This design comes from an exercise in tuning for a short achievable clock period and few clock cycles per item on the open sky130 flow, not from production work. Function was checked by simulation only, so behaviour that the tests miss may differ from the original. Power is estimated from default activity; no workload was simulated.

==> flow/design.v <==
module ALU_Control (
  input  [2:0] io_ALU_OP,
  input  [2:0] io_Func3,
  input        io_Func7,
  output [4:0] io_ALU_CTRL_OUT
);
  wire op0 = io_ALU_OP[0];
  wire op1 = io_ALU_OP[1];
  wire op2 = io_ALU_OP[2];
  wire [8:0] priEin;
  assign priEin[0] = op0 & op1 & ~op2;
  assign priEin[1] = ~op0 & op1 & ~op2;
  assign priEin[2] = ~op0 & ~op1 & ~op2 & ~io_Func7;
  assign priEin[3] = ~op0 & ~op1 & ~op2 & io_Func7;
  assign priEin[4] = ~op0 & ~op1 & ~op2;
  assign priEin[8] = op0 & ~op1 & ~op2;
  assign priEin[7] = priEin[8] & io_Func3[0] & ~io_Func3[1] & io_Func3[2];
  assign priEin[5] = priEin[7] & ~io_Func7;
  assign priEin[6] = priEin[7] & io_Func7;
  reg [3:0] PriEnc;
  always @(*) begin
    if      (priEin[0]) PriEnc = 4'd0;
    else if (priEin[1]) PriEnc = 4'd1;
    else if (priEin[2]) PriEnc = 4'd2;
    else if (priEin[3]) PriEnc = 4'd3;
    else if (priEin[4]) PriEnc = 4'd4;
    else if (priEin[5]) PriEnc = 4'd5;
    else if (priEin[6]) PriEnc = 4'd6;
    else if (priEin[7]) PriEnc = 4'd7;
    else if (priEin[8]) PriEnc = 4'd8;
    else                PriEnc = 4'd9;
  end
  wire [4:0] tempA = {2'b00, io_Func3};
  wire [4:0] tempB = {2'b01, io_Func3};
  reg  [4:0] out;
  always @(*) begin
    case (PriEnc)
      4'd0: out = 5'h1f;
      4'd1: out = {2'b10, io_Func3};
      4'd2: out = tempA;
      4'd3: out = tempB;
      4'd4: out = tempA;
      4'd5: out = tempA;
      4'd6: out = tempB;
      4'd7: out = tempA;
      4'd8: out = tempA;
      default: out = 5'd0;
    endcase
  end
  assign io_ALU_CTRL_OUT = out;
endmodule
module R5_ALU (
  input  [31:0] io_inA,
  input  [31:0] io_inB,
  input  [4:0]  io_ALU_CTRL,
  output        io_Branch_Out,
  output [31:0] io_OUT
);
  wire signed [31:0] sA = io_inA;
  wire signed [31:0] sB = io_inB;
  wire [4:0]  sh = io_inB[4:0];
  wire [31:0] add_addi = io_inA + io_inB;
  wire [31:0] sll_slli = io_inA << sh;
  wire [31:0] slt_slti = {31'd0, sA < sB};
  wire [31:0] sltu_sltui_bltu = {31'd0, io_inA < io_inB};
  wire [31:0] xor_xori = io_inA ^ io_inB;
  wire [31:0] srl_srli = io_inA >> sh;
  wire [31:0] or_ori = io_inA | io_inB;
  wire [31:0] and_andi = io_inA & io_inB;
  wire [31:0] sub = io_inA - io_inB;
  wire [31:0] sra_srai = sA >>> sh;
  wire [31:0] beq = {31'd0, io_inA == io_inB};
  wire [31:0] bne = {31'd0, io_inA != io_inB};
  wire [31:0] blt = slt_slti;
  wire [31:0] bge = {31'd0, sA >= sB};
  wire [31:0] bgeu = {31'd0, io_inA >= io_inB};
  wire [31:0] jal_jalr = io_inA;
  reg [31:0] out;
  always @(*) begin
    case (io_ALU_CTRL)
      5'd0:  out = add_addi;
      5'd1:  out = sll_slli;
      5'd2:  out = slt_slti;
      5'd3:  out = sltu_sltui_bltu;
      5'd4:  out = xor_xori;
      5'd5:  out = srl_srli;
      5'd6:  out = or_ori;
      5'd7:  out = and_andi;
      5'd8:  out = sub;
      5'd13: out = sra_srai;
      5'd16: out = beq;
      5'd17: out = bne;
      5'd20: out = blt;
      5'd21: out = bge;
      5'd22: out = sltu_sltui_bltu;
      5'd23: out = bgeu;
      5'd31: out = jal_jalr;
      default: out = 32'd0;
    endcase
  end
  assign io_OUT = out;
  assign io_Branch_Out = (out == 32'd1) & (io_ALU_CTRL[4:3] == 2'd2);
endmodule
module R5_Control (
  input  [6:0] io_INS,
  output       io_operand_B_sel,
  output [1:0] io_operand_A_sel,
  output       io_RegWrite,
  output       io_MemWrite,
  output       io_MemToReg,
  output [1:0] io_Extend_sel,
  output       io_MemRead,
  output       io_Branch,
  output [1:0] io_Next_PC_sel,
  output [2:0] io_ALU_OP
);
  wire R_type = io_INS == 7'h33;
  wire Load   = io_INS == 7'h03;
  wire Store  = io_INS == 7'h23;
  wire Branch = io_INS == 7'h63;
  wire I_type = io_INS == 7'h13;
  wire JALR   = io_INS == 7'h67;
  wire JAL    = io_INS == 7'h6f;
  wire LUI    = io_INS == 7'h37;
  assign io_operand_B_sel = Load | Store | I_type | LUI;
  assign io_operand_A_sel = {(~LUI & ~JALR & JAL) | (~LUI & JALR & ~JAL) | (LUI & ~JALR & ~JAL),
                             LUI & ~JALR & ~JAL};
  assign io_RegWrite   = LUI | JAL | JALR | I_type | Load | R_type;
  assign io_MemWrite   = Store;
  assign io_MemToReg   = Load;
  assign io_Extend_sel = {Store, LUI};
  assign io_MemRead    = Load;
  assign io_Branch     = Branch;
  assign io_Next_PC_sel = {(~Branch & ~JAL & JALR) | (~Branch & JAL & ~JALR),
                           (~Branch & ~JAL & JALR) | (Branch & ~JAL & ~JALR)};
  assign io_ALU_OP = {~R_type & ~Branch & ~I_type & ~JALR & ~JAL,
                      ~R_type & ~Load & ~Store & ~I_type,
                      ~R_type & ~Load & ~Branch & ~LUI};
endmodule
module IM_GEN (
  input  [31:0] io_INS,
  input  [31:0] io_PC,
  output [31:0] io_S_imm,
  output [31:0] io_SB_imm,
  output [31:0] io_U_imm,
  output [31:0] io_UJ_type,
  output [31:0] io_I_imm
);
  wire [6:0] highV = io_INS[31:25];
  wire [4:0] lowV  = io_INS[11:7];
  assign io_I_imm = {{20{io_INS[31]}}, io_INS[31:20]};
  assign io_S_imm = {{20{highV[6]}}, highV, lowV};
  assign io_U_imm = {io_INS[31:12], 12'd0};
  wire [12:0] temp1 = {highV[6], lowV[0], highV[5:0], lowV[4:1], 1'b0};
  assign io_SB_imm = {{19{temp1[12]}}, temp1} + io_PC;
  wire [20:0] temp2 = {io_INS[31], io_INS[19:12], io_INS[20], io_INS[30:21], 1'b0};
  assign io_UJ_type = {{11{temp2[20]}}, temp2} + io_PC;
endmodule
module JALR (
  input  [31:0] io_IM_mux_Out,
  input  [31:0] io_REG_rd1,
  output [31:0] io_out
);
  assign io_out = 32'hfffffffe & (io_REG_rd1 + io_IM_mux_Out);
endmodule
module R5_PC (
  input         clock,
  input         reset,
  input  [1:0]  io_NextPC_sel,
  input         io_ALU_branch,
  input         io_CTRL_branch,
  input  [31:0] io_JALR_target,
  input  [31:0] io_IM_SBtype,
  input  [31:0] io_IM_UJtype,
  output [31:0] io_NextPC_out,
  output [31:0] io_PC_out
);
  reg [31:0] PC_REG;
  assign io_NextPC_out = PC_REG + 32'd4;
  reg [31:0] nxt;
  always @(*) begin
    case (io_NextPC_sel)
      2'd0: nxt = io_NextPC_out;
      2'd1: nxt = (io_ALU_branch & io_CTRL_branch) ? io_IM_SBtype : io_NextPC_out;
      2'd2: nxt = io_IM_UJtype;
      default: nxt = io_JALR_target;
    endcase
  end
  always @(posedge clock) begin
    if (reset) PC_REG <= 32'd0;
    else       PC_REG <= nxt;
  end
  assign io_PC_out = PC_REG;
endmodule
module REG_32bit (
  input         clock,
  input         reset,
  input  [4:0]  io_REG_Write_Addr,
  input  [4:0]  io_REG_Read1_Addr,
  input  [4:0]  io_REG_Read2_Addr,
  input         io_REG_Write,
  input  [31:0] io_REG_WRITE_DATA,
  output [31:0] io_REG_READ1,
  output [31:0] io_REG_READ2
);
  wire [31:0] rf [0:31];
  assign rf[0] = 32'd0;
  genvar g;
  generate
    for (g = 1; g < 32; g = g + 1) begin : r
      reg [31:0] q;
      always @(posedge clock) begin
        if (reset)
          q <= 32'd0;
        else if (io_REG_Write && io_REG_Write_Addr == g)
          q <= io_REG_WRITE_DATA;
      end
      assign rf[g] = q;
    end
  endgenerate
  assign io_REG_READ1 = rf[io_REG_Read1_Addr];
  assign io_REG_READ2 = rf[io_REG_Read2_Addr];
endmodule
module RiscV_Main (
  input         clock,
  input         reset,
  output [19:0] imem_addr,
  input  [31:0] imem_data,
  output [7:0]  dmem_addr,
  output        dmem_re,
  input  [31:0] dmem_rdata,
  output        dmem_we,
  output [31:0] dmem_wdata,
  output        ret_valid,
  output [31:0] ret_pc,
  output        ret_we,
  output [4:0]  ret_rd,
  output [31:0] ret_wdata
);
  wire [31:0] PC_out, NextPC_out, JALR_out;
  wire [31:0] S_imm, SB_imm, U_imm, UJ_type, I_imm;
  wire        operand_B_sel, RegWrite, MemWrite, MemToReg, MemRead, Branch;
  wire [1:0]  operand_A_sel, Extend_sel, Next_PC_sel;
  wire [2:0]  ALU_OP;
  wire [4:0]  ALU_CTRL_OUT;
  wire [31:0] REG_READ1, REG_READ2, ALU_OUT;
  wire        Branch_Out;
  wire [31:0] INS = imem_data;
  reg [31:0] IM_MUX;
  always @(*) begin
    case (Extend_sel)
      2'd0: IM_MUX = I_imm;
      2'd1: IM_MUX = U_imm;    
      2'd2: IM_MUX = S_imm;    
      default: IM_MUX = 32'd0;
    endcase
  end
  reg [31:0] OP_MUX_A;
  always @(*) begin
    case (operand_A_sel)
      2'd0: OP_MUX_A = REG_READ1;
      2'd1: OP_MUX_A = PC_out;
      2'd2: OP_MUX_A = NextPC_out;
      default: OP_MUX_A = 32'd0;   
    endcase
  end
  wire [31:0] WRITE_DATA = MemToReg ? dmem_rdata : ALU_OUT;
  R5_PC PC (
    .clock(clock), .reset(reset),
    .io_NextPC_sel(Next_PC_sel), .io_ALU_branch(Branch_Out), .io_CTRL_branch(Branch),
    .io_JALR_target(JALR_out), .io_IM_SBtype(SB_imm), .io_IM_UJtype(UJ_type),
    .io_NextPC_out(NextPC_out), .io_PC_out(PC_out));
  JALR JALR (.io_IM_mux_Out(IM_MUX), .io_REG_rd1(REG_READ1), .io_out(JALR_out));
  IM_GEN IMGEN (.io_INS(INS), .io_PC(PC_out), .io_S_imm(S_imm), .io_SB_imm(SB_imm),
    .io_U_imm(U_imm), .io_UJ_type(UJ_type), .io_I_imm(I_imm));
  R5_Control CTRL (.io_INS(INS[6:0]), .io_operand_B_sel(operand_B_sel),
    .io_operand_A_sel(operand_A_sel), .io_RegWrite(RegWrite), .io_MemWrite(MemWrite),
    .io_MemToReg(MemToReg), .io_Extend_sel(Extend_sel), .io_MemRead(MemRead),
    .io_Branch(Branch), .io_Next_PC_sel(Next_PC_sel), .io_ALU_OP(ALU_OP));
  ALU_Control ALU_CTRL (.io_ALU_OP(ALU_OP), .io_Func3(INS[14:12]), .io_Func7(INS[30]),
    .io_ALU_CTRL_OUT(ALU_CTRL_OUT));
  REG_32bit REG (.clock(clock), .reset(reset),
    .io_REG_Write_Addr(INS[11:7]), .io_REG_Read1_Addr(INS[19:15]),
    .io_REG_Read2_Addr(INS[24:20]), .io_REG_Write(RegWrite),
    .io_REG_WRITE_DATA(WRITE_DATA), .io_REG_READ1(REG_READ1), .io_REG_READ2(REG_READ2));
  R5_ALU ALU (.io_inA(OP_MUX_A), .io_inB(operand_B_sel ? IM_MUX : REG_READ2),
    .io_ALU_CTRL(ALU_CTRL_OUT), .io_Branch_Out(Branch_Out), .io_OUT(ALU_OUT));
  assign imem_addr  = PC_out[21:2];
  assign dmem_addr  = ALU_OUT[9:2];
  assign dmem_we    = MemWrite;
  assign dmem_re    = MemRead;
  assign dmem_wdata = REG_READ2;
  assign ret_valid = ~reset;
  assign ret_pc    = PC_out;
  assign ret_we    = RegWrite & (INS[11:7] != 5'd0);
  assign ret_rd    = INS[11:7];
  assign ret_wdata = WRITE_DATA;
endmodule
==> flow/run.sh <==
#!/bin/bash
# synth_recipe.tcl (not shown) runs the flow's synth.tcl, then flattens the netlist and writes it again
# the make line also repeats each setting of config.mk as NAME=value (left out here)
make -C /OpenROAD-flow-scripts/flow DESIGN_CONFIG=/design/flow/config.mk WORK_HOME=/design/flow/orfs CLKGATE_MAP_FILE= SYNTH_SCRIPT=/design/flow/synth_recipe.tcl finish
==> flow/config.mk <==
export PLATFORM = sky130hd
export DESIGN_NAME = RiscV_Main
export DESIGN_NICKNAME = RiscV_Main
export VERILOG_FILES = /design/flow/design.v
export SDC_FILE = /design/flow/constraint.sdc
export NUM_CORES = 4
export LEC_CHECK = 0
export CAP_MARGIN = 20
export CORE_MARGIN = 2
export CORE_UTILIZATION = 30
export PLACE_DENSITY = 0.5
export SETUP_SLACK_MARGIN = 0.5
export SLEW_MARGIN = 20
==> flow/constraint.sdc <==
create_clock -name core_clock -period 12.0 [get_ports {clock}]
set_input_delay 2.4000 -clock core_clock [delete_from_list [all_inputs] [get_ports {clock}]]
set_output_delay 2.4000 -clock core_clock [all_outputs]
set_load 0.01 [all_outputs]
==> metrics.md <==
| Metric | Value |
|---|---|
| Layout overhead on the synthesized area | 20.4% |
| CTS root buffer | clkbuf_16 |
| Met1 WL | between 150000 and 200000 um |
| Worst hold path class | reg -> reg |
| Clock slew at reported path FFs | around 0.060 ns |
| Leak | 31.1 nW |
| F_max | around 0.086 GHz |
| Total Routing Usage GR | 0.442 |
| Height of the chip | 475 um |
| Crit-path max FO | 13 |
| Drt pass-1 iters | 9 |
| R2R Setup Slk | 4.26 ns |
| Grt ovf | 0 |
| HP Start | REG.r[23].q[31] |
| Number of CTS-inserted buffers | 120 |
| Core Area | 221000 um2 |
| Slew margin rel. | 0.100 |
| Yosys cell types | approximately 130 |
| IO buf count | ~200 |
| Syn_nets | 9026 |
| Crit start category | primary input |
| Routed Antenna Nets | 0 |
| Register area share after synthesis | 0.307 |
| Layout cells sized above 1 | 0.164 |
| Max_cap viols | 0 |
| Die width | around 480 um |
| Endpoints failing setup | 0 |
| Most area-hungry cell type in the Yosys netlist | dfxtp_1 |
| Global-route wire length before repair | between 600000 and 700000 um |
| Met2 routed WL | 210000 um |
| Met3 WL | just under 70000 um |
| Drt total wl | around 520000 um |
| Mapped Area | roughly 67000 um2 |
| Uppermost layer routed | met5 |
| # DRC | 0 |
| Initial antenna violation count | between 50 and 60 |
| Mapped Cells | slightly below 9000 |
| Top FF cell, synth | dfxtp_1 |
| Worst slew pin tran | about 1.3 ns |
| Final hold vios | 0 |
| Largest net degree at the start of global routing | approximately 200 |
| Final period util | 0.973 |
| Area share of the largest cell type after synthesis | 0.307 |
| H-tree depth | 3 |
| Initial DRC Count | about 15000 |
| Die footprint | approximately 230000 um2 |
| WHS Path Cells | 2 |
| FF-to-FF End | PC.PC_REG[27] |
| Clk latency of the worst-skew pair | between 0.8 and 0.9 ns |
| Dpl hpwl | ~370000 um |
| P per Cell Area | 106 nW/um2 |
| Most common cell after layout, fill and taps aside | dfxtp_1 |
| Rows | 173 |
| Hold Crit Endpoint | REG.r[23].q[31] |
| CTS tree | built |
| R2R cell count | 25 |
| Most frequent cells in the layout | dfxtp_1, nand3_1, nand2_1 |
| I/O pins | approximately 200 |
| WL per Instance | 43.4 um |
| Peak VDD IR | about 130 uV |
| # clock sinks | 1023 |
| Worst slack, placed | -0.0364 ns |
| Status | finished clean |
| Starting density of the core | 0.301 |
| DR vias/cell | 6.94 |
| Final Max Slew Viols | 0 |
| Synth warn | 5 |
| Synthesis-stage register bit count | a little over 1000 |
| Vias in the first global route | 75200 |
| Final nets | roughly 9000 |
| RSZ-0062 raised after global routing | yes |
| R2r startpoint | PC.PC_REG[2] |
| DP Cell Count | roughly 12000 |
| Syn avg cell area | around 7.6 um2 |
| CP Class | in -> out |
| Non-Filler Instances | between 10000 and 15000 |
| Biggest area contributors in the synthesized netlist | dfxtp_1, nand3_1, a22oi_1 |
| Post-layout min period | approximately 12 ns |
| Routability congestion estimate | ~1.1 |
| Max Root-Sink Buffers | 3 |
| Crit end category | output pin |
| Worst Slack Setup Final | between 0.3 and 0.4 ns |
| Clk_skew | between 0.09 and 0.1 ns |
| Post-synth EDFFs | 0 |
| Worst path required time | ~9.6 ns |
| Ys async rst share | 0 |
| CTS Hold Bufs | 0 |
| DR vias | between 80000 and 90000 |
| Worst endpoint data arrival time | 9.28 ns |
routing by layer:
layer,GRT usage,vias to the layer above
met4,0.366,23
met3,0.144,2149
met1,0.536,40500
li1,-,33300
met5,0.00554,-
met2,0.633,7612
power breakdown:
part | internal [mW] | switching, mW | leakage [nW]
clock | 2.47 | 1.73 | 2.16
sequential | 3.40 | 0.00860 | 8.24
combinational | 0.232 | 0.662 | 20.7
total | 6.10 | 2.40 | 31.1
kinds of logic after synthesis:
group | after synthesis | share of synthesized area
and+or+nand+nor | 3462 | 0.262
AOI/OAI and AO/OA | 2852 | 0.296
buffers and inverters | 1062 | 0.0717
DFF | 1023 | 0.307
adders and majority gates | 176 | 0.0336
xor gates and xnor gates | 122 | 0.0160
muxes | 86 | 0.0139
other | 1 | 0.0000563
layout make-up:
cell class | instances | area, um2
antenna | 43 | 108
clock buffer | 166 | 3460
clock inverter | 59 | 963
fill | 23200 | 141000
inverter | 147 | 562
multi-input combinational | 6704 | 42700
sequential | 1023 | 20500
tap | 2975 | 3720
timing repair buffer | 932 | 8270
how the worst max path moves through the flow:
stage | startpoint | end | slack (ns) | cells after the start
2_1_floorplan | imem_data[24] | ret_wdata[30] | 1.40 | 29
3_3_place_gp | imem_data[17] | ret_wdata[0] | -0.08 | 27
5_1_grt | imem_data[19] | ret_wdata[22] | 0.47 | 29
4_1_cts | imem_data[16] | ret_wdata[0] | 0.45 | 25
3_5_place_dp | imem_data[16] | ret_wdata[0] | -0.04 | 28
6_report | imem_data[15] | ret_wdata[0] | 0.32 | 26
cell usage after synthesis, types with 72 or more instances:
| master | count |
|---|---|
| xnor2_1 | 73 |
| a211oi_1 | 72 |
| nand2_1 | 844 |
| clkbuf_1 | 572 |
| o21ai_0 | 530 |
| a31o_2 | 133 |
| inv_1 | 138 |
| nand3_1 | 855 |
| a21o_1 | 97 |
| dfxtp_1 | 1023 |
| a2111oi_0 | 98 |
| nor2_1 | 495 |
| buf_2 | 202 |
| nand4_1 | 157 |
| ha_1 | 171 |
| a221oi_1 | 80 |
| a22oi_1 | 440 |
| o21ai_1 | 172 |
| nor3_1 | 212 |
| and3_1 | 496 |
| a21oi_1 | 492 |
metrics by stage:
| stage | setup TNS, ns | util | hold WS [ns] | area, um2 | power, mW |
|---|---|---|---|---|---|
| floorplan | 0 | - | 0.437 | 66600 | 3.88 |
| global placement | -0.152 | 0.338 | 0.452 | 74900 | 4.31 |
| detailed placement | -0.0364 | 0.338 | 0.462 | 74900 | 4.31 |
| CTS | 0 | 0.359 | 0.469 | 79600 | 8.42 |
| global route | 0 | 0.362 | 0.485 | 80100 | 8.61 |
| finish | 0 | 0.362 | 0.470 | 80200 | 8.51 |
state kept, by name (all words and copies together) (netlist names):
| name | count |
|---|---|
| PC.PC_REG | 31 |
| REG.r.q | 992 |
critical path: stages:
cell and delay, ns:
clkbuf_4 0.26, buf_4 0.26, nand2_2 0.29, nor2_2 0.12, buf_4 0.25, buf_4 0.26, a2111oi_1 0.75, nand4_1 0.17
buf_4 0.22, o21a_1 0.31, nor2_1 0.36, inv_1 0.13, ha_1 0.50, nand4_1 0.24, nor3_2 0.32, buf_4 0.17
nand4_1 0.20, buf_4 0.22, nand3_1 0.07, o21a_1 0.14, o22ai_1 0.07, a31oi_1 0.18, o211ai_1 0.14, a31oi_2 0.34
a31oi_4 0.23, clkdlybuf4s50_1 0.57
what timing repair did:
item	4_1_cts	5_1_grt
setup buffers	14	21
hold endpoints to repair	0	0
resized for setup	16	69
pin swaps	8	12
cloned	0	5
setup endpoints to repair	14	21
Testbench counts, summed over its fixed seeds: cycles 48,000, instrs 48,000.

[port drivers added, routing unchanged]
Ports are ideal in the flow. The routed layout listed here was re-timed in OpenROAD.
Step 1 assumes that a clkbuf_16 drives the clock port and a buf_2 every other input.
Step 2 adds t to the input delays and takes it off the output delays; t is the mean of the earliest and latest rising clock arrival at the registers after step 1. Input paths then give back, and output paths get back, about the clock's delay inside the block.
Slacks: ideal ports / drivers / drivers and shift; pairs: ideal ports / drivers.
t, ns: 0.895
setup WS [ns]: 0.324 / 0.296 / 0.296
worst setup path at the end: input to output
After both steps this run still meets setup and hold. For this run, drivers alone change the setup slack by -0.028 ns; drivers and shift together by -0.028 ns.
